Background: an optimization exercise with open tools, aiming at small area, a short achievable clock period and few clock cycles per item. Do not read the settings as production practice. Where RTL was checked, it was by simulation tests only, not by an equivalence proof against the original. No functional check of the RTL was part of runs 1 to 3 and 8.

==> flow/design.v <==
module fpadder (output logic [31:0] sum, output logic ready,
		 input logic [31:0] a, input logic clock, nreset);
logic s_a, s_b, s_c, s_v, s_n;
logic [31:0] R;           
logic [23:0] Q;           
logic        sub;         
logic        flip;        
logic [7:0]  eA, eB, dd;
logic        azero, bzero, swp, aspec, bspec, nan;
logic [23:0] mS, mSal;
always_comb begin
  eA = R[30:23];
  eB = a[30:23];
  azero = (R[30:0] == '0);
  bzero = (a[30:0] == '0);
  swp = (eA < eB) | azero;
  dd  = swp ? (eB - eA) : (eA - eB);
  aspec = (eA == 8'hff);
  bspec = (eB == 8'hff);
  nan = (aspec && (R[22:0] != '0)) || (bspec && (a[22:0] != '0))
        || (aspec && bspec && (R[31] ^ a[31]));
  mS = {1'b1, swp ? R[22:0] : a[22:0]};
  mSal = (azero || bzero || dd >= 8'd24) ? 24'd0 : (mS >> dd[4:0]);
end
logic [23:0] p, q;
logic [24:0] D;
logic        neg, far, cy, ovf;
always_comb begin
  p = {1'b1, R[22:0]} & {24{~s_v}};
  q = Q ^ {24{sub}};
  D = {1'b0, p} + {1'b0, q} + {24'd0, sub};
  neg = sub & ~D[24] & s_c;             
  far = sub ? (D[24] | s_v) & (D[23] | D[22]) : 1'b1;
  cy  = ~sub & D[24];                   
  ovf = cy & (R[30:23] == 8'hfe);
end
logic [4:0]  lz;
logic [23:0] N;
always_comb begin
  lz = 5'd0;
  for (int i = 0; i < 24; i++)
    if (Q[i]) lz = 5'(23 - i);
  N = Q << lz;
end
assign ready = s_n | ((s_c | s_v) & ~neg & far);
always_comb begin
  if (s_n)
    sum = {R[31] ^ flip, R[30:23] - {3'd0, lz}, N[22:0]};
  else if (cy)
    sum = {R[31], R[30:23] + 8'd1, D[23:1] & {23{~ovf}}};
  else if (D[23] | ~sub)
    sum = {R[31] ^ s_v, R[30:23], D[22:0]};
  else
    sum = {R[31] ^ s_v, R[30:23] - 8'd1, D[21:0], 1'b0};
end
always_ff @(posedge clock, negedge nreset)
  if (~nreset) begin
    {s_a, s_b, s_c, s_v, s_n} <= '0;
  end else begin
    s_a <= ready;
    s_b <= s_a;
    s_c <= s_b & ~(aspec | bspec);
    s_v <= s_c & neg;
    s_n <= (s_b & (aspec | bspec)) | ((s_c | s_v) & ~neg & ~far)
         | ~(s_a | s_b | s_c | s_v | s_n);
  end
always_ff @(posedge clock) begin
  flip <= 1'b0;
  if (~(s_a | s_b | s_c | s_v | s_n)) begin
    R <= '0;
    Q <= '0;
  end else if (s_b) begin
    if (aspec | bspec) begin
      R[31:23] <= {nan | (aspec ? R[31] : a[31]), 8'hff};
      Q <= {1'b1, {23{nan}}};
    end else begin
      if (swp) R <= a;
      Q <= mSal;
    end
    sub  <= R[31] ^ a[31];
  end else begin
    Q <= D[23:0];
    flip <= s_v;
    if (s_c & sub & (D[23:0] == '0))
      R[31:23] <= '0;
    if (s_a | s_n)
      R <= a;
  end
end
endmodule
==> flow/flow/run.sh <==
#!/bin/bash
# Standard layout (standard synthesis unchanged), except that the ports are
# buffered with plain buffers instead of the resizer's default pick (a delay
# cell).
set -euo pipefail
export BUFFER_PORTS_ARGS="-buffer_cell sky130_fd_sc_hd__buf_2"
bash standard.sh synth > synth.log 2>&1
bash standard.sh > layout.log 2>&1
==> flow/standard.sh <==
#!/bin/bash
# synth_recipe.tcl (not shown) runs the flow's synth.tcl, then flattens the netlist and writes it again
# the make line also repeats each setting of config.mk as NAME=value (left out here)
make -C /OpenROAD-flow-scripts/flow DESIGN_CONFIG=/design/flow/config.mk WORK_HOME=/design/flow/orfs CLKGATE_MAP_FILE= SYNTH_SCRIPT=/design/flow/synth_recipe.tcl "${@:-finish}"
==> flow/config.mk <==
export PLATFORM = sky130hd
export DESIGN_NAME = fpadder
export DESIGN_NICKNAME = fpadder
export VERILOG_FILES = /design/flow/design.v
export SDC_FILE = /design/flow/constraint.sdc
export NUM_CORES = 4
export LEC_CHECK = 0
export ABC_AREA = 1
export CAP_MARGIN = 20
export CORE_MARGIN = 2
export CORE_UTILIZATION = 40
export SLEW_MARGIN = 20
==> flow/constraint.sdc <==
create_clock -name core_clock -period 5.0 [get_ports {clock}]
set_input_delay 1.0000 -clock core_clock [delete_from_list [all_inputs] [get_ports {clock}]]
set_output_delay 1.0000 -clock core_clock [all_outputs]
set_load 0.01 [all_outputs]
==> results of run 1 <==
[path summary, 6_finish.rpt]
kind	start	end	cells after the start
min reg2reg	s_a	s_b	0
min in group asynchronous	nreset	s_v	1
max in group asynchronous	nreset	s_v	1
max	sub	sum[16]	25
min	s_a	s_b	0
max reg2reg	R[23]	Q[7]	17
[state kept, by name, summed over array words and instances (netlist names)]
name,cells
s_v,1
sub,1
s_b,1
Q,24
R,32
s_a,1
flip,1
s_c,1
s_n,1
[cell families after synthesis]
kind of cell | share of synthesized area (%)
AND/OR/NAND/NOR | 38.2
AO/OA/AOI/OAI | 21.8
buffers and inverters | 11.9
flip-flops | 14.8
XOR/XNOR | 5.10
adder cells (fa/ha/maj) | 7.51
multiplexers | 0.688
[per-stage QoR]
stage	instances	utilization [%]
finish	1844	45.4
global route	1844	45.4
CTS	1837	44.8
detailed placement	1821	43.2
global placement	1821	43.2
floorplan	1512	-
[cell type report]
cell class                      instances  share of cell area [%]
Multi-Input combinational cell       1194                    65.9
Sequential cell                        63                    13.2
Inverter                              186                    7.22
Timing Repair Buffer                  105                    6.67
Tap cell                              280                    3.57
Clock buffer                           13                    2.75
Clock inverter                          3                   0.662
[critical path: stages, from the launching register on]
cell and delay, ns:
edfxtp_1 0.41, buf_12 0.20, xor2_1 0.19, ha_1 0.35, buf_4 0.16, nand3_1 0.10, nand2_2 0.10, nand2_1 0.08
nand2_1 0.06, nand2_1 0.08, nand2_1 0.07, a21oi_2 0.18, o21ai_1 0.11, nand2_1 0.08, nand2_1 0.09, inv_1 0.07
o21ai_1 0.07, or2_2 0.30, nand2_2 0.12, inv_2 0.08, a21oi_1 0.13, o21ai_1 0.07, o21ai_0 0.11, nand2_1 0.10
nand2_1 0.09, buf_2 0.13
[metal layers]
| layer | routed length [um] | share of wire [%] |
|---|---|---|
| met1 | 14300 | 44 |
| met2 | 14600 | 44 |
| met3 | 2310 | 7.0 |
| met4 | 1640 | 5.0 |
| met5 | 0 | 0 |
[cell usage in the layout (no fill, tap or decap), drive strengths merged, types with 5 or more instances in the layout]
cell type / count
nand2: 364
nand3: 225
inv: 184
o21ai: 167
buf: 105
a21oi: 99
nor2: 94
dfxtp: 57
ha: 46
xor2: 44
nand4: 18
o211ai: 18
nor4: 18
o22ai: 16
nor3: 15
or2: 14
clkbuf: 13
a31oi: 11
o221ai: 6
mux2i: 6
xnor2: 6
dfrtp: 5
[repair_timing]
action,CTS,global route
resized for setup,2,24
pin swaps,0,4
buffers inserted,0,7
setup endpoints to repair,31,31
==> results.py, run 1 <==
metrics = {
    "critical_path": {
        "cp.arrival_ns": 3.86,
        "critPathLaunchType": "flip-flop",
        "criticalPathCategory": "reg2out",
        "end_kind": "output port",
        "cp.required_ns": 4.00,
        "reg2reg_slack_ns": 0.90,
        "critPathMaxFanout": 26,
    },
    "die": {
        "die_area_mm2": 0.0230,
        "die_y_um": 152,
        "fp-row-count": 54,
        "start_util_pct": 40.4,
        "fp.coreArea_mm2": 0.0216,
        "die_w_um": 152,
        "ioPinCount": 67,
    },
    "sta": {
        "hold_violations": 0,
        "finClkSkew_ns": 0.00700,
        "final_max_slew_viol_count": 0,
        "tightest_slew_ns": 0.996,
        "post-route-period-util_pct": 97.2,
        "clock.fmax_mhz": 206,
        "setup_ws_ns": 0.140,
        "timing.hold.ws_ns": 0.387,
        "setup_tns_ns": 0,
        "finalSetupViolCount": 0,
        "period_minus_slack_ns": 4.86,
        "slew_headroom_pct": 33.5,
    },
    "yosys": {
        "synthTopCellsByCount": "359 x nand2_1, 222 x nand3_1, 173 x inv_1",
        "synth.top_cell.area_share_pct": 15.4,
        "syn_inst": 1512,
        "yosysMostFrequentCell": "nand2_1",
        "yosysSeqAreaShare_pct": 14.8,
        "ys_types": 56,
        "yosys_warnings": 1,
        "synth-main-ff-cell": "dfxtp_1",
        "synth_area_leaders": "nand2_1 15%, dfxtp_1 13%, nand3_1 13%",
        "async_reset_ff_share_pct": 7.94,
        "ys_ff_latch": 63,
        "avgSynthCellArea_um2": 5.77,
        "synth_edf_count": 1,
        "netlist_area_mm2": 0.00873,
        "syn_nets": 1596,
        "yosysTopAreaCell": "nand2_1",
    },
    "clocking": {
        "clock-root-buffer": "clkbuf_16",
        "cts_buffers": 9,
        "tritoncts": "yes",
        "clock_sinks": 63,
        "clockBufferDepth": 2,
        "insertion_delay_ns": 0.34,
        "cts_hold_buf": 0,
        "htreeDepth": 3,
        "clk_pin_slew_ns": 0.05,
    },
    "placed_design": {
        "portBuffers": 66,
        "gp_congestion": 0.978,
        "dp_slack_ns": 0.0748,
        "placed_area_mm2": 0.00935,
        "hpwl_mm": 26.2,
    },
    "global_routing": {
        "grtUsageMet2_pct": 44.2,
        "grtUsageMet3_pct": 3.08,
        "grt_pass1_wl_mm": 50.4,
        "busiest_layer": "met2",
        "grt_max_degree": 46,
        "grt_pass1_vias": 9517,
        "grt_use_total_pct": 28.3,
        "grt_use_met1_pct": 38.4,
        "grt_overflow": 0,
        "grt_antenna_before_repair": 0,
    },
    "route": {
        "dr.pass1.iters": 7,
        "ant_nets": 0,
        "avgViaCountPerCell": 5.68,
        "routed_wl_mm": 32.9,
        "detail_route.iter0.violations": 978,
        "vias": 10470,
        "drc": 0,
        "wl_per_cell_um": 17.8,
    },
    "final_layout": {
        "ff_latch_area_mm2": 0.00130,
        "fillers": 2349,
        "multi_input_area_mm2": 0.00647,
        "diodes": 0,
        "drive_gt1_share_pct": 11.4,
        "design_area_mm2": 0.00982,
        "area_growth_pct": 12.5,
        "final_nets": 1643,
    },
    "job": {
        "cap_violations": 0,
    },
    "outcome": {
        "status": "finished clean",
    },
    "worst_hold_path": {
        "hold_path.class": "reg2reg",
    },
}
==> run 2, diff against run 1 <==
--- a/flow/design.v
+++ b/flow/design.v
@@ -31,5 +31,5 @@
   D = {1'b0, p} + {1'b0, q} + {24'd0, sub};
   neg = sub & ~D[24] & s_c;             
-  far = sub ? (D[24] | s_v) & (D[23] | D[22]) : 1'b1;
+  far = sub ? (D[24] | s_v) & D[23] : 1'b1;
   cy  = ~sub & D[24];                   
   ovf = cy & (R[30:23] == 8'hfe);
@@ -45,12 +45,11 @@
 assign ready = s_n | ((s_c | s_v) & ~neg & far);
 always_comb begin
+  sum[31] = R[31] ^ (s_n ? flip : s_v);
   if (s_n)
-    sum = {R[31] ^ flip, R[30:23] - {3'd0, lz}, N[22:0]};
+    sum[30:0] = {R[30:23] - {3'd0, lz}, N[22:0]};
   else if (cy)
-    sum = {R[31], R[30:23] + 8'd1, D[23:1] & {23{~ovf}}};
-  else if (D[23] | ~sub)
-    sum = {R[31] ^ s_v, R[30:23], D[22:0]};
+    sum[30:0] = {R[30:23] + 8'd1, D[23:1] & {23{~ovf}}};
   else
-    sum = {R[31] ^ s_v, R[30:23] - 8'd1, D[21:0], 1'b0};
+    sum[30:0] = {R[30:23], D[22:0]};
 end
 always_ff @(posedge clock, negedge nreset)
--- a/flow/config.mk
+++ b/flow/config.mk
@@ -6,5 +6,4 @@
 export NUM_CORES = 4
 export LEC_CHECK = 0
-export ABC_AREA = 1
 export CAP_MARGIN = 20
 export CORE_MARGIN = 2
==> results.py, run 2 <==
metrics = {
    "global_routing": {
        "grt_pass1_vias": 9562,
        "grt_overflow": 0,
        "grt_use_met1_pct": 40.8,
        "grtUsageMet2_pct": 44.3,
        "grtUsageMet3_pct": 4.16,
        "busiest_layer": "met2",
        "grt_pass1_wl_mm": 55.3,
        "grt_max_degree": 38,
        "grt_use_total_pct": 28.9,
        "grt_antenna_before_repair": 0,
    },
    "critical_path": {
        "path_cells": "clkbuf_16 > xor2_1 > ha_1 > nand2_1 > nor3_1 > buf_4 > o211ai_1 > and3_1 > nor3_2 > a21oi_1 > nor2_1 > o32a_1 > buf_2",
        "r2r_cells": 12,
        "end_kind": "output port",
        "slowest_stage": "edfxtp_1",
        "criticalPathCategory": "reg2out",
        "r2r-start": "R[23]",
        "cp.required_ns": 4.00,
        "critPathMaxFanout": 14,
        "r2r_end": "Q[5]",
        "reg2reg_slack_ns": 0.51,
        "slowest_delay_ns": 0.53,
        "cp.arrival_ns": 3.93,
        "critPathLaunchType": "flip-flop",
    },
    "sta": {
        "tightest_slew_ns": 0.784,
        "hold_violations": 0,
        "post-route-period-util_pct": 98.5,
        "final_max_slew_viol_count": 0,
        "setup_ws_ns": 0.0740,
        "finalSetupViolCount": 0,
        "finClkSkew_ns": 0.00953,
        "timing.hold.ws_ns": 0.369,
        "period_minus_slack_ns": 4.93,
        "slew_headroom_pct": 47.7,
        "setup_tns_ns": 0,
        "rsz0062_at_grt": "yes",
        "clock.fmax_mhz": 203,
    },
    "route": {
        "vias": 10651,
        "routed_wl_mm": 36.5,
        "drc": 0,
        "avgViaCountPerCell": 6.57,
        "dr.pass1.iters": 6,
        "wl_per_cell_um": 22.5,
        "detail_route.iter0.violations": 1400,
        "ant_nets": 0,
    },
    "yosys": {
        "ys_ff_latch": 63,
        "ys_types": 96,
        "synth_area_leaders": "dfxtp_1 12%, a21oi_1 6.2%, ha_1 6.0%",
        "synth-main-ff-cell": "dfxtp_1",
        "synth.top_cell.area_share_pct": 12.2,
        "synth_edf_count": 1,
        "yosysMostFrequentCell": "nand2_1",
        "syn_nets": 1337,
        "yosysTopAreaCell": "dfxtp_1",
        "synthTopCellsByCount": "127 x nand2_1, 116 x a21oi_1, 72 x clkbuf_1",
        "syn_inst": 1254,
        "avgSynthCellArea_um2": 7.47,
        "yosysSeqAreaShare_pct": 13.8,
        "netlist_area_mm2": 0.00937,
        "async_reset_ff_share_pct": 7.94,
        "yosys_warnings": 1,
    },
    "final_layout": {
        "most-common-layout-cells": "126 x nand2_1, 110 x a21oi_1, 67 x nor2_1",
        "multi_input_area_mm2": 0.00767,
        "final_common_cell": "nand2_1",
        "final_cells": 1621,
        "drive_gt1_share_pct": 18.2,
        "top_regs": "R: 32 flops, Q: 24 flops",
        "fillers": 2308,
        "diodes": 0,
        "area_growth_pct": 14.5,
        "ff_latch_area_mm2": 0.00130,
        "top_register": "R",
        "final_nets": 1386,
        "largest_register_ffs": 32,
    },
    "placed_design": {
        "portBuffers": 66,
        "dp.cells": 1598,
        "dp_slack_ns": 0.206,
        "hpwl_mm": 28.8,
        "gp_congestion": 1.04,
    },
    "die": {
        "die_area_mm2": 0.0247,
        "fp-row-count": 55,
        "die_y_um": 157,
        "die_w_um": 157,
        "start_util_pct": 41.1,
        "ioPinCount": 67,
        "fp.coreArea_mm2": 0.0228,
    },
    "clocking": {
        "tritoncts": "yes",
        "cts_buffers": 9,
        "clock_sinks": 63,
        "clock-root-buffer": "clkbuf_16",
        "insertion_delay_ns": 0.33,
        "htreeDepth": 3,
        "clk_pin_slew_ns": 0.06,
        "clockBufferDepth": 2,
    },
    "worst_hold_path": {
        "min_from": "s_a",
        "hold_depth": 0,
        "hold_path.class": "reg2reg",
        "worstHoldEndpoint": "s_b",
    },
    "job": {
        "cap_violations": 0,
    },
    "outcome": {
        "status": "finished clean",
    },
}
[run 2: changes by cell type after synthesis, moves of 41 or more]
cell,delta
clkbuf_1,+41
inv_1,-132
mux2i_1,+47
nand2_1,-232
nand3_1,-185
nor2b_1,+41
nor3_1,+49
o21ai_0,-57
o21ai_1,-51
[run 2: what timing repair did]
action | in CTS | in global routing
gates cloned | 0 | 3
resized for setup | 3 | 32
hold buffers | 0 | 0
pin swaps | 0 | 14
endpoints found under the setup margin | 2 | 27
buffers inserted | 0 | 4
[run 2: area by class of cell]
type | instances | share of cell area, %
Timing Repair Buffer | 127 | 8.08
Multi-Input combinational cell | 1058 | 71.6
Sequential cell | 63 | 12.1
Tap cell | 313 | 3.65
Inverter | 44 | 1.54
Clock buffer | 11 | 2.46
Clock inverter | 5 | 0.584
[run 2: worst max-delay path by stage]
stage	from	to	slack (ns)	cells past startpoint
after floorplan	sub	sum[2]	0.07	15
after CTS	sub	sum[11]	0.002	14
after global routing	sub	sum[11]	-0.04	14
after detailed placement	a[23]	Q[5]	0.21	12
final	sub	sum[20]	0.07	13
after global placement	a[23]	Q[5]	0.21	12
[run 2: critical path: cells and delay by family (launching register included)]
family                     cells  cell delay [ns]
and+or+nand+nor                5             1.29
DFF                            1             0.53
buffers and inverters          3             0.63
adders and majority gates      1             0.39
AOI/OAI and AO/OA              3             0.57
xor gates and xnor gates       1             0.17
[run 2: metal layers]
layer	up-vias	wire length, um
met5	-	0
li1	4910	-
met4	0	1590
met1	5073	16000
met2	578	15700
met3	90	3270
[run 2: kinds of logic after synthesis]
| group | synth area share, % |
|---|---|
| AOI/OAI and AO/OA | 30.8 |
| buffers and inverters | 5.84 |
| adders and majority gates | 6.87 |
| DFF | 13.8 |
| and+or+nand+nor | 25.1 |
| muxes | 13.4 |
| xor gates and xnor gates | 4.21 |
[run 2: stage by stage]
step | cell area, um^2 | utilization, %
floorplan | 9370 | -
global placement | 10100 | 44.6
detailed placement | 10100 | 44.6
CTS | 10500 | 46.0
global route | 10700 | 47.1
finish | 10700 | 47.1
==> run 3, diff against run 2 <==
--- a/flow/design.v
+++ b/flow/design.v
@@ -23,4 +23,18 @@
   mSal = (azero || bzero || dd >= 8'd24) ? 24'd0 : (mS >> dd[4:0]);
 end
+function automatic logic [24:0] sk_add(input logic [23:0] x, y, input logic ci);
+  logic [24:0] g, p;
+  logic [23:0] h;
+  h = x ^ y;
+  g = {x & y, ci};
+  p = {h, 1'b0};
+  for (int l = 0; l < 5; l++)
+    for (int i = 0; i < 25; i++)
+      if (((i >> l) & 1) == 1) begin
+        g[i] = g[i] | (p[i] & g[((i >> l) << l) - 1]);
+        p[i] = p[i] & p[((i >> l) << l) - 1];
+      end
+  sk_add = {g[24], h ^ g[23:0]};
+endfunction
 logic [23:0] p, q;
 logic [24:0] D;
@@ -29,5 +43,5 @@
   p = {1'b1, R[22:0]} & {24{~s_v}};
   q = Q ^ {24{sub}};
-  D = {1'b0, p} + {1'b0, q} + {24'd0, sub};
+  D = sk_add(p, q, sub);
   neg = sub & ~D[24] & s_c;             
   far = sub ? (D[24] | s_v) & D[23] : 1'b1;
--- a/flow/config.mk
+++ b/flow/config.mk
@@ -6,4 +6,5 @@
 export NUM_CORES = 4
 export LEC_CHECK = 0
+export ABC_AREA = 1
 export CAP_MARGIN = 20
 export CORE_MARGIN = 2
==> results.py, run 3 <==
metrics = {
    "sta": {
        "final_max_slew_viol_count": 0,
        "finalSetupViolCount": 0,
        "finClkSkew_ns": 0.00970,
        "tightest_slew_ns": 0.955,
        "timing.hold.ws_ns": 0.411,
        "period_minus_slack_ns": 4.77,
        "clock.fmax_mhz": 210,
        "setup_ws_ns": 0.234,
        "slew_headroom_pct": 35.8,
        "hold_violations": 0,
        "post-route-period-util_pct": 95.3,
    },
    "die": {
        "die_area_mm2": 0.0219,
        "die_w_um": 148,
        "fp-row-count": 52,
        "ioPinCount": 67,
        "fp.coreArea_mm2": 0.0203,
        "start_util_pct": 40.8,
        "die_y_um": 148,
    },
    "global_routing": {
        "grt_max_degree": 47,
        "grt_pass1_vias": 9004,
        "grt_use_total_pct": 27.9,
        "grt_pass1_wl_mm": 48.7,
        "grt_antenna_before_repair": 0,
        "grt_overflow": 0,
    },
    "final_layout": {
        "top_register": "R",
        "final_nets": 1585,
        "area_growth_pct": 12.3,
        "drive_gt1_share_pct": 10.0,
        "final_util_pct": 45.8,
        "largest_register_ffs": 32,
        "top_regs": "R: 32 flops, Q: 24 flops",
        "diodes": 0,
        "final_common_cell": "nand2_1",
        "most-common-layout-cells": "397 x nand2_1, 165 x inv_1, 162 x nand3_1",
    },
    "yosys": {
        "yosysMostFrequentCell": "nand2_1",
        "synth.top_cell.area_share_pct": 18.0,
        "syn_nets": 1547,
        "syn_inst": 1461,
        "synth_edf_count": 1,
        "synth-main-ff-cell": "dfxtp_1",
        "async_reset_ff_share_pct": 7.94,
        "yosysTopAreaCell": "nand2_1",
        "netlist_area_mm2": 0.00828,
        "synthTopCellsByCount": "398 x nand2_1, 166 x inv_1, 162 x nand3_1",
        "ys_ff_latch": 63,
        "ys_types": 50,
        "synth_area_leaders": "nand2_1 18%, dfxtp_1 14%, nand3_1 9.8%",
        "yosys_warnings": 1,
        "yosysSeqAreaShare_pct": 15.6,
        "avgSynthCellArea_um2": 5.67,
    },
    "placed_design": {
        "portBuffers": 66,
        "hpwl_mm": 24.5,
        "dp_slack_ns": 0.454,
        "gp_congestion": 0.995,
    },
    "clocking": {
        "cts_hold_buf": 0,
        "clockBufferDepth": 2,
        "clk_pin_slew_ns": 0.06,
        "tritoncts": "yes",
        "clock_sinks": 63,
        "htreeDepth": 3,
        "cts_buffers": 9,
        "insertion_delay_ns": 0.35,
        "clock-root-buffer": "clkbuf_16",
    },
    "route": {
        "wl_per_cell_um": 17.3,
        "detail_route.iter0.violations": 856,
        "drc": 0,
        "dr.pass1.iters": 7,
        "avgViaCountPerCell": 5.59,
        "ant_nets": 0,
        "routed_wl_mm": 30.7,
        "vias": 9922,
    },
    "job": {
        "cap_violations": 0,
    },
    "outcome": {
        "status": "finished clean",
    },
    "critical_path": {
        "startpoint": "sub",
        "criticalPathCategory": "reg2out",
        "cp.required_ns": 4.00,
        "cp.arrival_ns": 3.77,
        "critPathLaunchType": "flip-flop",
        "end_kind": "output port",
        "r2r-start": "R[23]",
        "critPathMaxFanout": 27,
    },
    "worst_hold_path": {
        "hold_path.class": "reg2reg",
        "min_from": "s_a",
    },
}
[run 3: cell count changes in the layout (fill, tap and decap cells not counted), sizes merged, moves of 46 or more]
cell   delta
nand3   +125
inv     +126
nor3     -46
o21ai   +137
mux2i    -47
nand2   +274
[run 3: routing by layer]
layer	global-route usage, %	vias to the layer above	part of all wire, %
met5	0	-	0
met3	2.81	66	5.7
met1	38.1	4527	44
met2	46.8	382	47
li1	-	4947	-
met4	8.14	0	3.1
[run 3: repair_timing]
action	4_1_cts	5_1_grt
setup endpoints to repair	0	31
setup buffers	0	3
resized for setup	0	17
[run 3: logic make-up after synthesis]
| group | after synthesis | synth area share (%) |
|---|---|---|
| adders and majority gates | 52 | 8.49 |
| xor gates and xnor gates | 43 | 4.64 |
| muxes | 6 | 0.770 |
| AOI/OAI and AO/OA | 331 | 21.7 |
| and+or+nand+nor | 717 | 37.2 |
| DFF | 63 | 15.6 |
| buffers and inverters | 249 | 11.6 |
[run 3: worst paths after layout]
path	end	slack, ns	cells past startpoint
min in group asynchronous	s_a	0.49	1
worst min-delay path	s_b	0.41	0
max in group asynchronous	s_v	4.33	1
worst max register to register	Q[20]	0.95	20
worst max-delay path	sum[21]	0.23	20
worst min register to register	s_b	0.41	0
[run 3: layout make-up]
cell class	instances	area, um^2
Timing Repair Buffer	100	602
Sequential cell	63	1300
Tap cell	270	338
Clock buffer	13	272
Clock inverter	3	40.0
Inverter	175	661
Multi-Input combinational cell	1149	6090
Timing Repair inverter	1	7.51
Fill cell	2289	11000
[run 3: metrics by stage]
step           TNS [ns]  instance area [um^2]  cells
6_report              0                  9310   1774
5_1_grt         -0.0651                  9310   1774
4_1_cts               0                  9210   1770
3_5_place_dp          0                  8900   1754
3_3_place_gp          0                  8900   1754
2_1_floorplan         0                  8280   1461
[run 3: worst max-delay path: stages (launching register included)]
cell        delay [ns]
edfxtp_1          0.41
buf_12            0.20
xor2_1            0.18
ha_1              0.38
a21oi_2           0.21
o21ai_1           0.15
inv_1             0.10
nor2_1            0.04
nor3_1            0.23
nand2_2           0.14
nand2_1           0.10
nand2_1           0.05
nand2_1           0.07
nand2_1           0.10
nand2_2           0.17
clkinvlp_4        0.21
buf_4             0.21
o22ai_1           0.16
nand2_1           0.06
o21ai_0           0.08
buf_2             0.16
==> run 4, diff against run 3 <==
--- a/flow/design.v
+++ b/flow/design.v
@@ -59,11 +59,10 @@
 assign ready = s_n | ((s_c | s_v) & ~neg & far);
 always_comb begin
-  sum[31] = R[31] ^ (s_n ? flip : s_v);
   if (s_n)
-    sum[30:0] = {R[30:23] - {3'd0, lz}, N[22:0]};
+    sum = {R[31] ^ flip, R[30:23] - {3'd0, lz}, N[22:0]};
   else if (cy)
-    sum[30:0] = {R[30:23] + 8'd1, D[23:1] & {23{~ovf}}};
+    sum = {R[31], R[30:23] + 8'd1, D[23:1] & {23{~ovf}}};
   else
-    sum[30:0] = {R[30:23], D[22:0]};
+    sum = {R[31] ^ s_v, R[30:23], D[22:0]};
 end
 always_ff @(posedge clock, negedge nreset)
--- a/flow/config.mk
+++ b/flow/config.mk
@@ -6,5 +6,4 @@
 export NUM_CORES = 4
 export LEC_CHECK = 0
-export ABC_AREA = 1
 export CAP_MARGIN = 20
 export CORE_MARGIN = 2
==> results.py, run 4 <==
metrics = {
    "outcome": {
        "status": "finished clean",
    },
    "yosys": {
        "synth-main-ff-cell": "dfxtp_1",
        "yosysTopAreaCell": "dfxtp_1",
        "synth_edf_count": 1,
        "ys_ff_latch": 63,
        "ys_types": 87,
        "netlist_area_mm2": 0.00883,
        "syn_inst": 1144,
        "async_reset_ff_share_pct": 7.94,
        "yosysSeqAreaShare_pct": 14.7,
        "yosysMostFrequentCell": "nand2_1",
        "synth.top_cell.area_share_pct": 12.9,
        "syn_nets": 1230,
        "synthTopCellsByCount": "132 x nand2_1, 80 x a21oi_1, 67 x mux2i_1",
        "synth_area_leaders": "dfxtp_1 13%, mux4_2 7.7%, mux2i_1 7.6%",
        "yosys_warnings": 1,
        "avgSynthCellArea_um2": 7.72,
    },
    "sta": {
        "tightest_slew_ns": 0.979,
        "slew_headroom_pct": 34.7,
        "post-route-period-util_pct": 97.1,
        "finClkSkew_ns": 0.00647,
        "setup_tns_ns": 0,
        "period_minus_slack_ns": 4.85,
        "final_max_slew_viol_count": 0,
        "finalSetupViolCount": 0,
        "hold_violations": 0,
        "clock.fmax_mhz": 206,
    },
    "final_layout": {
        "final_common_cell": "nand2_1",
        "largest_register_ffs": 32,
        "final_cells": 1478,
        "most-common-layout-cells": "132 x nand2_1, 77 x a21oi_1, 67 x mux2i_1",
        "top_register": "R",
        "multi_input_area_mm2": 0.00709,
        "fillers": 2250,
        "area_growth_pct": 13.1,
        "ff_latch_area_mm2": 0.00130,
        "diodes": 0,
        "top_regs": "R: 32 flops, Q: 24 flops",
        "final_nets": 1279,
        "drive_gt1_share_pct": 19.1,
    },
    "critical_path": {
        "cp.required_ns": 4.00,
        "startpoint": "sub",
        "r2r-start": "sub",
        "cp.arrival_ns": 3.85,
        "r2r_cells": 19,
        "criticalPathCategory": "reg2out",
        "critPathMaxFanout": 15,
        "critPathLaunchType": "flip-flop",
        "end_kind": "output port",
    },
    "placed_design": {
        "gp_congestion": 0.965,
        "portBuffers": 66,
        "dp.cells": 1459,
        "hpwl_mm": 25.7,
    },
    "route": {
        "dr_wl_met2_mm": 14.8,
        "routed_wl_mm": 32.6,
        "wl_met1_mm": 14.6,
        "drc": 0,
        "avgViaCountPerCell": 6.39,
        "dr.pass1.iters": 5,
        "ant_nets": 0,
        "top_layer": "met4",
        "route.met3.wl_mm": 2.10,
        "detail_route.iter0.violations": 824,
        "wl_per_cell_um": 22.1,
        "vias": 9444,
    },
    "global_routing": {
        "grt_antenna_before_repair": 0,
        "grt_use_total_pct": 27.0,
        "grt_pass1_vias": 8678,
        "grt_overflow": 0,
        "grt_max_degree": 37,
        "grt_pass1_wl_mm": 50.1,
    },
    "job": {
        "cap_violations": 0,
    },
    "die": {
        "fp.coreArea_mm2": 0.0218,
        "ioPinCount": 67,
        "die_w_um": 153,
        "die_area_mm2": 0.0233,
        "die_y_um": 153,
        "start_util_pct": 40.6,
        "fp-row-count": 54,
    },
    "clocking": {
        "clock_sinks": 63,
        "htreeDepth": 3,
        "cts_buffers": 9,
        "insertion_delay_ns": 0.34,
        "tritoncts": "yes",
        "clockBufferDepth": 2,
        "clk_pin_slew_ns": 0.06,
        "clock-root-buffer": "clkbuf_16",
    },
    "worst_hold_path": {
        "hold_path.class": "reg2reg",
        "min_from": "s_a",
        "hold_depth": 0,
    },
}
[run 4: cell type report]
type	count	share of cell area, %
clock buffers	12	2.47
clock inverters	4	0.226
inverters	56	2.11
multi-input cells	942	71.0
flip-flops and latches	63	13.0
well taps	280	3.51
repair buffers	121	7.69
[run 4: kinds of logic (layout without fill, tap and decap cells)]
group                    Yosys count  in the layout  share of synthesized area, %
AND/OR/NAND/NOR                  377            377                          21.1
AO/OA/AOI/OAI                    351            351                          27.7
buffers and inverters            139            193                          6.41
multiplexers                     105            105                          16.4
flip-flops                        63             63                          14.7
XOR/XNOR                          57             57                          5.74
adder cells (fa/ha/maj)           52             52                          7.97
[run 4: critical path, stage by stage, from the launching register on]
cell	delay, ns
edfxtp_1	0.41
buf_12	0.18
xor2_1	0.17
ha_1	0.34
o21ai_0	0.14
a211o_1	0.30
a21oi_2	0.23
o21ai_2	0.16
a211oi_2	0.35
o21a_2	0.30
nor2_2	0.08
buf_4	0.16
o31a_1	0.31
o221ai_1	0.21
buf_2	0.18
[run 4: path summary, 6_finish.rpt]
kind / endpoint / slack [ns]
worst min-delay path: s_b / 0.38
worst max register to register: R[31] / 0.47
worst min register to register: s_b / 0.38
worst max-delay path: sum[13] / 0.15
min in group asynchronous: s_n / 0.49
max in group asynchronous: s_v / 4.33
[run 4: metrics by stage]
| stage | hold slack [ns] | setup slack (ns) | utilization (%) | cell area, um^2 |
|---|---|---|---|---|
| after global routing | 0.383 | -0.00195 | 45.9 | 9990 |
| after detailed placement | 0.367 | 0.0993 | 44.1 | 9590 |
| final | 0.379 | 0.147 | 45.9 | 9990 |
| after CTS | 0.379 | 0.0172 | 45.4 | 9870 |
| after global placement | 0.360 | 0.193 | 44.1 | 9590 |
| after floorplan | 0.355 | 0.0243 | - | 8830 |
[run 4: timing repair]
item,CTS,global route
endpoints found under the setup margin,25,27
setup buffers,0,3
hold buffers,0,0
gates resized for setup,6,23
pin swaps,0,9
hold endpoints to repair,0,0
[run 4: metal layers]
metal  vias up  track usage, %
met4         0            9.35
li1       4429               -
met2       426            43.2
met1      4521            37.9
met5         -               0
met3        68            2.76
Testbench counts of run 4, summed over its fixed seeds: cycles 106,173, ops 32,000.
==> run 5, diff against run 4 <==
--- a/flow/config.mk
+++ b/flow/config.mk
@@ -6,6 +6,7 @@
 export NUM_CORES = 4
 export LEC_CHECK = 0
+export ABC_AREA = 1
 export CAP_MARGIN = 20
 export CORE_MARGIN = 2
-export CORE_UTILIZATION = 40
+export CORE_UTILIZATION = 50
 export SLEW_MARGIN = 20
==> results.py, run 5 <==
metrics = {
    "yosys": {
        "yosysMostFrequentCell": "nand2_1",
        "ys_ff_latch": 63,
        "netlist_area_mm2": 0.00825,
        "ys_types": 52,
        "synth_edf_count": 1,
        "avgSynthCellArea_um2": 5.70,
        "async_reset_ff_share_pct": 7.94,
        "synth.top_cell.area_share_pct": 18.0,
        "yosysSeqAreaShare_pct": 15.7,
        "synth-main-ff-cell": "dfxtp_1",
        "yosys_warnings": 1,
        "yosysTopAreaCell": "nand2_1",
        "synth_area_leaders": "nand2_1 18%, dfxtp_1 14%, nand3_1 11%",
        "syn_nets": 1533,
        "synthTopCellsByCount": "395 x nand2_1, 181 x nand3_1, 157 x inv_1",
        "syn_inst": 1447,
    },
    "global_routing": {
        "grt_overflow": 0,
        "grt_pass1_wl_mm": 46.2,
        "grt_pass1_vias": 8651,
        "grt_max_degree": 47,
        "grt_use_total_pct": 33.0,
        "grt_antenna_before_repair": 0,
    },
    "die": {
        "start_util_pct": 51.6,
        "die_w_um": 132,
        "ioPinCount": 67,
        "fp-row-count": 46,
        "die_y_um": 132,
        "die_area_mm2": 0.0175,
        "fp.coreArea_mm2": 0.0160,
    },
    "final_layout": {
        "most-common-layout-cells": "394 x nand2_1, 181 x nand3_1, 157 x inv_1",
        "top_regs": "R: 32 flops, Q: 24 flops",
        "ff_latch_area_mm2": 0.00130,
        "drive_gt1_share_pct": 9.35,
        "diodes": 0,
        "final_nets": 1567,
        "multi_input_area_mm2": 0.00605,
        "area_growth_pct": 11.1,
        "final_cells": 1702,
        "final_common_cell": "nand2_1",
        "fillers": 1757,
        "largest_register_ffs": 32,
        "design_area_mm2": 0.00917,
        "top_register": "R",
    },
    "critical_path": {
        "end_kind": "output port",
        "cp.arrival_ns": 3.81,
        "r2r_cells": 19,
        "startpoint": "Q[0]",
        "cp.required_ns": 4.00,
        "critPathMaxFanout": 25,
        "r2r-start": "R[23]",
        "reg2reg_slack_ns": 0.85,
        "critPathLaunchType": "flip-flop",
        "r2r_end": "Q[4]",
        "criticalPathCategory": "reg2out",
    },
    "clocking": {
        "clock-root-buffer": "clkbuf_16",
        "cts_buffers": 9,
        "clk_pin_slew_ns": 0.05,
        "clock_sinks": 63,
        "tritoncts": "yes",
        "insertion_delay_ns": 0.34,
        "htreeDepth": 3,
        "clockBufferDepth": 2,
    },
    "sta": {
        "tightest_slew_ns": 0.874,
        "hold_violations": 0,
        "post-route-period-util_pct": 96.1,
        "finalSetupViolCount": 0,
        "setup_tns_ns": 0,
        "clock.fmax_mhz": 208,
        "final_max_slew_viol_count": 0,
        "finClkSkew_ns": 0.00550,
        "rsz0062_at_grt": "yes",
        "period_minus_slack_ns": 4.81,
        "slew_headroom_pct": 41.7,
        "timing.hold.ws_ns": 0.385,
    },
    "worst_hold_path": {
        "min_from": "s_a",
        "worstHoldEndpoint": "s_b",
        "hold_depth": 0,
        "hold_path.class": "reg2reg",
    },
    "route": {
        "avgViaCountPerCell": 5.81,
        "detail_route.iter0.violations": 763,
        "drc": 0,
        "ant_nets": 0,
        "wl_per_cell_um": 17.3,
        "vias": 9884,
        "dr.pass1.iters": 6,
        "routed_wl_mm": 29.5,
    },
    "placed_design": {
        "gp_congestion": 1.02,
        "placed_area_mm2": 0.00876,
        "dp.cells": 1683,
        "hpwl_mm": 23.9,
        "portBuffers": 66,
    },
    "outcome": {
        "status": "finished clean",
    },
    "job": {
        "cap_violations": 0,
    },
}
==> run 5: cells by family after synthesis <==
kind of cell               after synthesis  synth area share [%]
adders and majority gates               52                  8.52
AOI/OAI and AO/OA                      311                  21.0
DFF                                     63                  15.7
muxes                                    6                 0.728
and+or+nand+nor                        734                  38.1
buffers and inverters                  239                  11.4
xor gates and xnor gates                42                  4.55
==> run 5: worst max-delay path, stage by stage (launching register included) <==
cell,delay [ns]
dfxtp_1,0.46
nor2_1,0.11
o311ai_0,0.39
nand3_1,0.12
nand3_1,0.10
nand3_1,0.16
nand3_1,0.11
nand2_1,0.06
nand2_1,0.06
nand2_1,0.05
nand3_1,0.06
nand3_1,0.12
buf_4,0.26
inv_1,0.16
buf_4,0.31
nand3_1,0.16
nand3_1,0.19
nand3_1,0.16
nand3b_1,0.17
nand2_1,0.06
nand2_1,0.08
buf_2,0.12
==> run 5: routing by layer <==
metal	up-vias	share of wire [%]	GRT usage [%]
met1	4514	44	45.0
met5	-	0	0
li1	4904	-	-
met2	394	45	52.8
met4	0	4.3	14.6
met3	72	6.0	3.60
==> run 5: worst max-delay path by stage <==
stage	cells past startpoint	end	slack (ns)
after CTS	23	sum[3]	0.01
after global placement	23	sum[3]	0.44
after detailed placement	23	sum[3]	0.34
after global routing	23	sum[1]	-0.03
final	21	sum[18]	0.19
after floorplan	21	sum[25]	0.66
==> run 5: layout make-up <==
class	count	share of cell area, %
clock buffer	14	3.11
clock inverter	2	0.655
inverter	165	6.76
sequential	63	14.2
timing repair buffer	97	6.40
tap	216	2.95
multi-input combinational	1145	66.0
==> run 5: through the flow <==
stage | utilization (%) | worst slack [ns]
floorplan | - | 0.657
global placement | 54.8 | 0.444
detailed placement | 54.8 | 0.343
CTS | 57.0 | 0.0101
global route | 57.3 | -0.0333
finish | 57.3 | 0.194
==> run 5: repair_timing <==
item | 4_1_cts | 5_1_grt
setup endpoints to repair | 5 | 33
pin swaps | 0 | 2
hold buffers | 0 | 0
buffers inserted | 1 | 2
resized for setup | 1 | 12
==> run 6, diff against run 5 <==
--- a/flow/config.mk
+++ b/flow/config.mk
@@ -9,4 +9,4 @@
 export CAP_MARGIN = 20
 export CORE_MARGIN = 2
-export CORE_UTILIZATION = 50
+export CORE_UTILIZATION = 40
 export SLEW_MARGIN = 20
==> results.py, run 6 <==
metrics = {
    "clocking": {
        "clock_sinks": 63,
        "cts_buffers": 9,
        "clk_pin_slew_ns": 0.05,
        "insertion_delay_ns": 0.34,
        "clock-root-buffer": "clkbuf_16",
        "tritoncts": "yes",
        "htreeDepth": 3,
        "cts_hold_buf": 0,
        "clockBufferDepth": 2,
    },
    "die": {
        "die_y_um": 148,
        "die_w_um": 148,
        "fp-row-count": 52,
        "start_util_pct": 40.8,
        "die_area_mm2": 0.0218,
        "fp.coreArea_mm2": 0.0202,
        "ioPinCount": 67,
    },
    "sta": {
        "post-route-period-util_pct": 94.9,
        "period_minus_slack_ns": 4.74,
        "final_max_slew_viol_count": 0,
        "setup_tns_ns": 0,
        "clock.fmax_mhz": 211,
        "finalSetupViolCount": 0,
        "slew_headroom_pct": 32.1,
        "tightest_slew_ns": 1.01,
        "finClkSkew_ns": 0.00594,
        "hold_violations": 0,
    },
    "critical_path": {
        "critPathMaxFanout": 28,
        "startpoint": "sub",
        "cp.arrival_ns": 3.74,
        "cp.required_ns": 4.00,
        "slowest_stage": "edfxtp_1",
        "r2r_cells": 16,
        "critPathLaunchType": "flip-flop",
        "r2r-start": "R[24]",
        "reg2reg_slack_ns": 0.69,
        "r2r_end": "Q[11]",
        "criticalPathCategory": "reg2out",
        "path_cells": "buf_6 > xor2_1 > ha_1 > a21oi_1 > nand2_1 > nand3_1 > nand2_1 > nand2_1 > nand2_1 > a21o_2 > nand2_1 > nand2_4 > nand3_2 > nand2_1 > nand2_1 > nand2_1 > nand2_2 > inv_1 > buf_12 > nor3_1 > a21oi_1 > xnor2_1 > buf_2",
        "slowest_delay_ns": 0.45,
        "crit_top_cell": "nand2_1",
        "end_kind": "output port",
        "path_buf_inv": 4,
        "crit_family": "simple AND/OR/NAND/NOR gates",
    },
    "placed_design": {
        "hpwl_mm": 24.4,
        "gp_congestion": 0.991,
        "portBuffers": 66,
        "placed_area_mm2": 0.00879,
    },
    "route": {
        "avgViaCountPerCell": 5.62,
        "drc": 0,
        "wl_per_cell_um": 17.3,
        "vias": 9840,
        "detail_route.iter0.violations": 854,
        "routed_wl_mm": 30.3,
        "dr.pass1.iters": 6,
        "ant_nets": 0,
    },
    "final_layout": {
        "ff_latch_area_mm2": 0.00130,
        "multi_input_area_mm2": 0.00604,
        "area_growth_pct": 10.2,
        "drive_gt1_share_pct": 8.92,
        "design_area_mm2": 0.00909,
        "final_nets": 1561,
        "diodes": 0,
        "fillers": 2267,
        "top_register": "R",
        "final_common_cell": "nand2_1",
        "most-common-layout-cells": "395 x nand2_1, 180 x nand3_1, 157 x inv_1",
        "largest_register_ffs": 32,
        "top_regs": "R: 32 flops, Q: 24 flops",
        "final_util_pct": 44.9,
    },
    "yosys": {
        "async_reset_ff_share_pct": 7.94,
        "syn_inst": 1447,
        "synthTopCellsByCount": "395 x nand2_1, 181 x nand3_1, 157 x inv_1",
        "ys_types": 52,
        "synth_edf_count": 1,
        "avgSynthCellArea_um2": 5.70,
        "netlist_area_mm2": 0.00825,
        "yosys_warnings": 1,
        "synth_area_leaders": "nand2_1 18%, dfxtp_1 14%, nand3_1 11%",
        "syn_nets": 1533,
        "ys_ff_latch": 63,
        "yosysMostFrequentCell": "nand2_1",
        "yosysSeqAreaShare_pct": 15.7,
        "yosysTopAreaCell": "nand2_1",
        "synth.top_cell.area_share_pct": 18.0,
        "synth-main-ff-cell": "dfxtp_1",
    },
    "global_routing": {
        "grt_antenna_before_repair": 0,
        "grt_pass1_vias": 8784,
        "grt_max_degree": 47,
        "grt_overflow": 0,
        "grt_use_total_pct": 27.5,
        "grt_pass1_wl_mm": 47.0,
    },
    "worst_hold_path": {
        "hold_depth": 0,
        "min_from": "s_a",
        "worstHoldEndpoint": "s_b",
        "hold_path.class": "reg2reg",
    },
    "outcome": {
        "status": "finished clean",
    },
    "job": {
        "cap_violations": 0,
    },
}
## run 6: what timing repair did
action | CTS | global route
setup endpoints to repair | 0 | 19
resized for setup | 0 | 11
setup buffers | 0 | 0
## run 6: layout make-up
class                      instances  share of cell area [%]
tap                              270                    3.71
sequential                        63                    14.3
clock buffer                      12                    2.60
timing repair buffer              91                    5.92
clock inverter                     4                   0.248
inverter                         165                    6.81
multi-input combinational       1145                    66.4
## run 6: cell families after synthesis
family	Yosys count	share of synthesized area, %
XOR/XNOR	42	4.55
AND/OR/NAND/NOR	734	38.1
AO/OA/AOI/OAI	311	21.0
flip-flops	63	15.7
buffers and inverters	239	11.4
adder cells (fa/ha/maj)	52	8.52
multiplexers	6	0.728
## run 6: routing by layer
metal | vias up | global-route usage [%] | wire length, um
li1 | 4888 | - | -
met1 | 4512 | 37.5 | 13800
met2 | 383 | 44.0 | 13500
met3 | 57 | 3.67 | 1860
met4 | 0 | 10.7 | 1060
met5 | - | 0 | 0
## run 6: worst max path at each step
| stage | to | slack (ns) | cells past startpoint |
|---|---|---|---|
| floorplan | sum[25] | 0.66 | 21 |
| global placement | Q[11] | 0.34 | 18 |
| detailed placement | Q[11] | 0.34 | 18 |
| CTS | sum[31] | 0.20 | 23 |
| global route | sum[15] | -0.0008 | 18 |
| finish | sum[31] | 0.26 | 23 |
## run 6: stage by stage
stage               worst slack, ns  cells  hold WS (ns)
floorplan                     0.657   1447         0.355
global placement              0.337   1734         0.359
detailed placement            0.344   1734         0.369
CTS                           0.200   1750         0.380
global route              -0.000784   1750         0.402
finish                        0.256   1750         0.377
==> run 7, diff against run 6 <==
--- a/flow/config.mk
+++ b/flow/config.mk
@@ -10,3 +10,4 @@
 export CORE_MARGIN = 2
 export CORE_UTILIZATION = 40
+export CTS_BUF_LIST = sky130_fd_sc_hd__clkbuf_8
 export SLEW_MARGIN = 20
==> results.py, run 7 <==
metrics = {
    "worst_hold_path": {
        "hold_depth": 0,
        "hold_path.class": "reg2reg",
        "min_from": "s_a",
        "worstHoldEndpoint": "s_b",
    },
    "critical_path": {
        "cp.arrival_ns": 3.74,
        "path_cells": "buf_6 > xor2_1 > ha_1 > a21oi_1 > nand2_1 > nand3_1 > nand2_1 > nand2_1 > nand2_1 > a21o_2 > nand2_1 > nand2_4 > nand3_2 > nand2_1 > nand2_1 > nand2_1 > nand2_2 > inv_2 > buf_12 > nor3_1 > a21oi_1 > xnor2_1 > buf_2",
        "cp.required_ns": 4.00,
        "critPathMaxFanout": 28,
        "r2r-start": "R[24]",
        "crit_family": "simple AND/OR/NAND/NOR gates",
        "criticalPathCategory": "reg2out",
        "reg2reg_slack_ns": 0.70,
        "r2r_end": "Q[11]",
        "end_kind": "output port",
        "r2r_cells": 16,
        "slowest_delay_ns": 0.46,
        "critPathLaunchType": "flip-flop",
        "crit_top_cell": "nand2_1",
        "path_buf_inv": 4,
        "slowest_stage": "edfxtp_1",
    },
    "final_layout": {
        "diodes": 0,
        "ff_latch_area_mm2": 0.00130,
        "final_common_cell": "nand2_1",
        "multi_input_area_mm2": 0.00605,
        "most-common-layout-cells": "395 x nand2_1, 180 x nand3_1, 159 x inv_1",
        "final_nets": 1561,
        "area_growth_pct": 9.08,
        "top_register": "R",
        "largest_register_ffs": 32,
        "top_regs": "R: 32 flops, Q: 24 flops",
        "drive_gt1_share_pct": 9.05,
        "fillers": 2281,
    },
    "yosys": {
        "async_reset_ff_share_pct": 7.94,
        "synth-main-ff-cell": "dfxtp_1",
        "ys_types": 52,
        "synthTopCellsByCount": "395 x nand2_1, 181 x nand3_1, 157 x inv_1",
        "syn_nets": 1533,
        "yosys_warnings": 1,
        "yosysMostFrequentCell": "nand2_1",
        "yosysSeqAreaShare_pct": 15.7,
        "yosysTopAreaCell": "nand2_1",
        "netlist_area_mm2": 0.00825,
        "synth.top_cell.area_share_pct": 18.0,
        "synth_area_leaders": "nand2_1 18%, dfxtp_1 14%, nand3_1 11%",
        "synth_edf_count": 1,
        "syn_inst": 1447,
        "avgSynthCellArea_um2": 5.70,
        "ys_ff_latch": 63,
    },
    "die": {
        "fp.coreArea_mm2": 0.0202,
        "ioPinCount": 67,
        "die_w_um": 148,
        "start_util_pct": 40.8,
        "die_area_mm2": 0.0218,
        "fp-row-count": 52,
        "die_y_um": 148,
    },
    "job": {
        "cap_violations": 0,
    },
    "clocking": {
        "insertion_delay_ns": 0.37,
        "clockBufferDepth": 2,
        "clock_sinks": 63,
        "htreeDepth": 3,
        "cts_buffers": 9,
        "clock-root-buffer": "clkbuf_8",
        "cts_hold_buf": 0,
        "clk_pin_slew_ns": 0.07,
        "tritoncts": "yes",
    },
    "route": {
        "drc": 0,
        "avgViaCountPerCell": 5.60,
        "detail_route.iter0.violations": 759,
        "dr.pass1.iters": 7,
        "vias": 9797,
        "routed_wl_mm": 30.2,
        "ant_nets": 0,
        "wl_per_cell_um": 17.3,
    },
    "sta": {
        "finClkSkew_ns": 0.0108,
        "slew_headroom_pct": 32.5,
        "post-route-period-util_pct": 94.7,
        "final_max_slew_viol_count": 0,
        "tightest_slew_ns": 1.00,
        "hold_violations": 0,
        "setup_tns_ns": 0,
        "finalSetupViolCount": 0,
        "period_minus_slack_ns": 4.74,
        "clock.fmax_mhz": 211,
    },
    "outcome": {
        "status": "finished clean",
    },
    "placed_design": {
        "portBuffers": 66,
        "gp_congestion": 0.991,
        "hpwl_mm": 24.4,
    },
    "global_routing": {
        "grt_pass1_vias": 8779,
        "grt_use_total_pct": 27.5,
        "grt_pass1_wl_mm": 47.1,
        "grt_overflow": 0,
        "grt_max_degree": 47,
        "grt_antenna_before_repair": 0,
    },
}
run 7: cell count changes in the layout (fill, tap and decap cells not counted):
cell       change
inv_2          +1
xor2_1         -1
inv_1          +2
clkbuf_1       -3
clkbuf_16      -9
clkbuf_8       +9
xor2_2         +1
run 7: cell type report:
type                       instances  area share (%)
clock buffer                       9            1.38
inverter                         165            6.88
sequential                        63            14.4
multi-input combinational       1145            67.2
tap                              270            3.75
clock inverter                     7           0.375
timing repair buffer              91            5.98
run 7: repair_timing:
| item | in CTS | in global routing |
|---|---|---|
| setup buffers | 0 | 0 |
| gates resized for setup | 0 | 13 |
| endpoints found under the setup margin | 0 | 30 |
run 7: how the worst max path moves through the flow:
stage           from       to  cells after the start
4_1_cts          sub  sum[31]                     23
6_report         sub  sum[31]                     23
3_3_place_gp   a[23]    Q[11]                     18
2_1_floorplan    sub  sum[25]                     21
3_5_place_dp   a[23]    Q[11]                     18
5_1_grt          sub  sum[15]                     18
run 7: logic make-up after synthesis:
family	count (synthesis)	synth area share [%]
simple gates	734	38.1
compound gates	311	21.0
buf+inv	239	11.4
flops	63	15.7
fa+ha+maj	52	8.52
xor+xnor	42	4.55
mux	6	0.728
run 7: stage by stage:
| step | setup WS, ns | instance area, um^2 | cells | utilization [%] | hold WS [ns] |
|---|---|---|---|---|---|
| 6_report | 0.263 | 9000 | 1750 | 44.5 | 0.381 |
| 5_1_grt | -0.00675 | 9000 | 1750 | 44.5 | 0.406 |
| 4_1_cts | 0.161 | 8950 | 1750 | 44.2 | 0.384 |
| 3_5_place_dp | 0.344 | 8790 | 1734 | 43.5 | 0.369 |
| 3_3_place_gp | 0.337 | 8790 | 1734 | 43.5 | 0.359 |
| 2_1_floorplan | 0.657 | 8250 | 1447 | - | 0.355 |
run 7: per-layer routing:
metal,track usage [%],share of wire [%],up-vias
li1,-,-,4893
met1,37.6,46,4462
met2,44.0,44,383
met3,3.77,6.1,59
met4,10.7,3.6,0
met5,0,0,-
==> run 8, diff against run 7 <==
--- a/flow/design.v
+++ b/flow/design.v
@@ -21,5 +21,5 @@
         || (aspec && bspec && (R[31] ^ a[31]));
   mS = {1'b1, swp ? R[22:0] : a[22:0]};
-  mSal = (azero || bzero || dd >= 8'd24) ? 24'd0 : (mS >> dd[4:0]);
+  mSal = (azero || bzero || dd[7:5] != 3'd0) ? 24'd0 : (mS >> dd[4:0]);
 end
 function automatic logic [24:0] sk_add(input logic [23:0] x, y, input logic ci);
--- a/flow/config.mk
+++ b/flow/config.mk
@@ -10,4 +10,3 @@
 export CORE_MARGIN = 2
 export CORE_UTILIZATION = 40
-export CTS_BUF_LIST = sky130_fd_sc_hd__clkbuf_8
 export SLEW_MARGIN = 20
==> results.py, run 8 <==
metrics = {
    "route": {
        "dr.pass1.iters": 9,
        "vias": 9991,
        "wl_per_cell_um": 17.6,
        "ant_nets": 0,
        "drc": 0,
        "routed_wl_mm": 31.4,
        "detail_route.iter0.violations": 967,
        "avgViaCountPerCell": 5.62,
    },
    "global_routing": {
        "grt_use_total_pct": 27.8,
        "busiest_layer": "met2",
        "grtUsageMet2_pct": 44.3,
        "grt_pass1_wl_mm": 48.7,
        "grt_pass1_vias": 9001,
        "grt_overflow": 0,
        "grt_use_met1_pct": 38.4,
        "grt_antenna_before_repair": 0,
        "grt_max_degree": 47,
        "grtUsageMet3_pct": 3.39,
    },
    "yosys": {
        "yosysSeqAreaShare_pct": 15.3,
        "async_reset_ff_share_pct": 7.94,
        "synth_edf_count": 1,
        "synth.top_cell.area_share_pct": 17.1,
        "synthTopCellsByCount": "384 x nand2_1, 245 x nand3_1, 155 x inv_1",
        "avgSynthCellArea_um2": 5.76,
        "ys_ff_latch": 63,
        "yosysTopAreaCell": "nand2_1",
        "syn_nets": 1554,
        "netlist_area_mm2": 0.00845,
        "synth-main-ff-cell": "dfxtp_1",
        "yosysMostFrequentCell": "nand2_1",
        "syn_inst": 1468,
        "synth_area_leaders": "nand2_1 17%, nand3_1 15%, dfxtp_1 13%",
        "ys_types": 54,
        "yosys_warnings": 1,
    },
    "critical_path": {
        "slowest_stage": "edfxtp_1",
        "criticalPathCategory": "reg2out",
        "path_cells": "buf_12 > xor2_1 > ha_1 > nand3_1 > nand2_1 > nand3_1 > nand2_1 > nand2_1 > nand2_1 > nand2_2 > nand2_4 > nand3_2 > nand2_2 > nand3_1 > nand2_1 > a21oi_2 > nor2_4 > buf_12 > nand4_1 > o21ai_2 > inv_1 > nor2_1 > xor2_1 > buf_2",
        "critPathMaxFanout": 19,
        "end_kind": "output port",
        "cp.required_ns": 4.00,
        "slowest_delay_ns": 0.42,
        "crit_family": "simple AND/OR/NAND/NOR gates",
        "r2r-start": "sub",
        "r2r_cells": 28,
        "cp.arrival_ns": 3.75,
        "critPathLaunchType": "flip-flop",
        "crit_top_cell": "nand2_1",
        "r2r_end": "R[24]",
        "reg2reg_slack_ns": 0.58,
        "path_buf_inv": 4,
    },
    "clocking": {
        "clock_sinks": 63,
        "insertion_delay_ns": 0.34,
        "htreeDepth": 3,
        "tritoncts": "yes",
        "clockBufferDepth": 2,
        "clk_pin_slew_ns": 0.06,
        "clock-root-buffer": "clkbuf_16",
        "cts_buffers": 9,
    },
    "die": {
        "ioPinCount": 67,
        "fp.coreArea_mm2": 0.0209,
        "fp-row-count": 53,
        "die_w_um": 149,
        "die_area_mm2": 0.0223,
        "start_util_pct": 40.5,
        "die_y_um": 149,
    },
    "final_layout": {
        "area_growth_pct": 10.9,
        "diodes": 0,
        "design_area_mm2": 0.00938,
        "drive_gt1_share_pct": 10.5,
        "top_regs": "R: 32 flops, Q: 24 flops",
        "top_register": "R",
        "final_nets": 1584,
        "final_cells": 1778,
        "final_common_cell": "nand2_1",
        "largest_register_ffs": 32,
        "most-common-layout-cells": "384 x nand2_1, 245 x nand3_1, 154 x inv_1",
    },
    "placed_design": {
        "placed_area_mm2": 0.00894,
        "portBuffers": 66,
        "hpwl_mm": 24.7,
        "gp_congestion": 0.949,
        "dp.cells": 1755,
    },
    "job": {
        "cap_violations": 0,
    },
    "sta": {
        "finalSetupViolCount": 0,
        "clock.fmax_mhz": 211,
        "timing.hold.ws_ns": 0.393,
        "hold_violations": 0,
        "final_max_slew_viol_count": 0,
        "rsz0062_at_grt": "no",
        "finClkSkew_ns": 0.00737,
        "post-route-period-util_pct": 95.0,
        "slew_headroom_pct": 39.1,
        "tightest_slew_ns": 0.912,
        "setup_tns_ns": 0,
        "period_minus_slack_ns": 4.75,
    },
    "outcome": {
        "status": "finished clean",
    },
    "worst_hold_path": {
        "hold_path.class": "reg2reg",
        "min_from": "s_a",
        "worstHoldEndpoint": "s_b",
        "hold_depth": 0,
    },
}
[run 8: layer usage]
metal  part of all wire (%)  wire length [um]
met2                     45             14200
met4                    3.4              1070
met3                    6.3              1960
met5                      0                 0
met1                     45             14100
[run 8: kinds of logic after synthesis]
logic type,count (synthesis),synth area share (%)
buf+inv,244,11.8
xor+xnor,49,5.08
compound gates,271,18.1
fa+ha+maj,52,8.32
simple gates,789,41.4
flops,63,15.3
[run 8: per-stage QoR]
stage                     util [%]  worst slack [ns]
after floorplan                  -             0.668
after global placement        42.8             0.356
after detailed placement      42.8             0.345
after CTS                     44.2            0.0343
after global routing          44.9          0.000905
final                         44.9             0.251
[run 8: how the worst max path moves through the flow]
| stage | from | to | slack [ns] | cells past startpoint |
|---|---|---|---|---|
| after CTS | sub | sum[30] | 0.03 | 25 |
| after global routing | sub | sum[28] | 0.0009 | 24 |
| final | sub | sum[28] | 0.25 | 24 |
| after detailed placement | a[23] | Q[11] | 0.34 | 17 |
| after floorplan | sub | sum[4] | 0.67 | 17 |
| after global placement | a[23] | Q[11] | 0.36 | 17 |
[run 8: timing repair]
item | CTS | global route
pin swaps | 0 | 2
cloned | 0 | 2
hold buffers | 0 | 0
setup endpoints to repair | 2 | 28
buffers inserted | 0 | 5
gates resized for setup | 1 | 12
[run 8: area by class of cell]
cell class,count,area [um^2]
well taps,275,344
fillers,2299,11500
repair buffers,95,608
clock inverters,4,45.0
flip-flops and latches,63,1300
multi-input cells,1161,6200
inverters,168,636
clock buffers,12,246

-- port drivers added, routing unchanged --
No port has a modelled driver above. Below, the same layouts with a new extraction and two added sets of constraints. Step 1: set_driving_cell puts a clkbuf_16 on clock and a buf_2 on each other input, an assumption about the parent block. Step 2 times the ports against the registers' clock, not the clock port: input delays grow and output delays shrink by t, the midpoint of the rising clock arrivals with the driver on. Slacks: ideal ports / drivers / drivers and shift; pairs: ideal ports / drivers.
| run | t (ns) | slack for setup (ns) | hold slack, ns | worst setup path at the end | latest minus earliest clock arrival (ns) |
|---|---|---|---|---|---|
| run 1 | 0.379 | 0.140 / 0.096 / 0.475 | 0.387 / 0.387 / 0.387 | register to output | 0.007 / 0.007 |
| run 2 | 0.370 | 0.074 / 0.032 / 0.158 | 0.369 / 0.369 / 0.369 | input to register | 0.010 / 0.009 |
| run 3 | 0.385 | 0.234 / 0.192 / 0.547 | 0.411 / 0.411 / 0.411 | input to register | 0.010 / 0.010 |
| run 4 | 0.378 | 0.147 / 0.102 / 0.304 | 0.379 / 0.379 / 0.379 | input to register | 0.007 / 0.006 |
| run 5 | 0.386 | 0.194 / 0.148 / 0.473 | 0.385 / 0.385 / 0.385 | input to register | 0.006 / 0.005 |
| run 6 | 0.385 | 0.256 / 0.209 / 0.278 | 0.377 / 0.377 / 0.377 | input to register | 0.006 / 0.006 |
| run 7 | 0.403 | 0.263 / 0.226 / 0.301 | 0.381 / 0.381 / 0.381 | input to register | 0.011 / 0.011 |
| run 8 | 0.386 | 0.251 / 0.205 / 0.265 | 0.393 / 0.393 / 0.393 | input to register | 0.007 / 0.008 |
After both steps setup and hold are still met in every run listed.
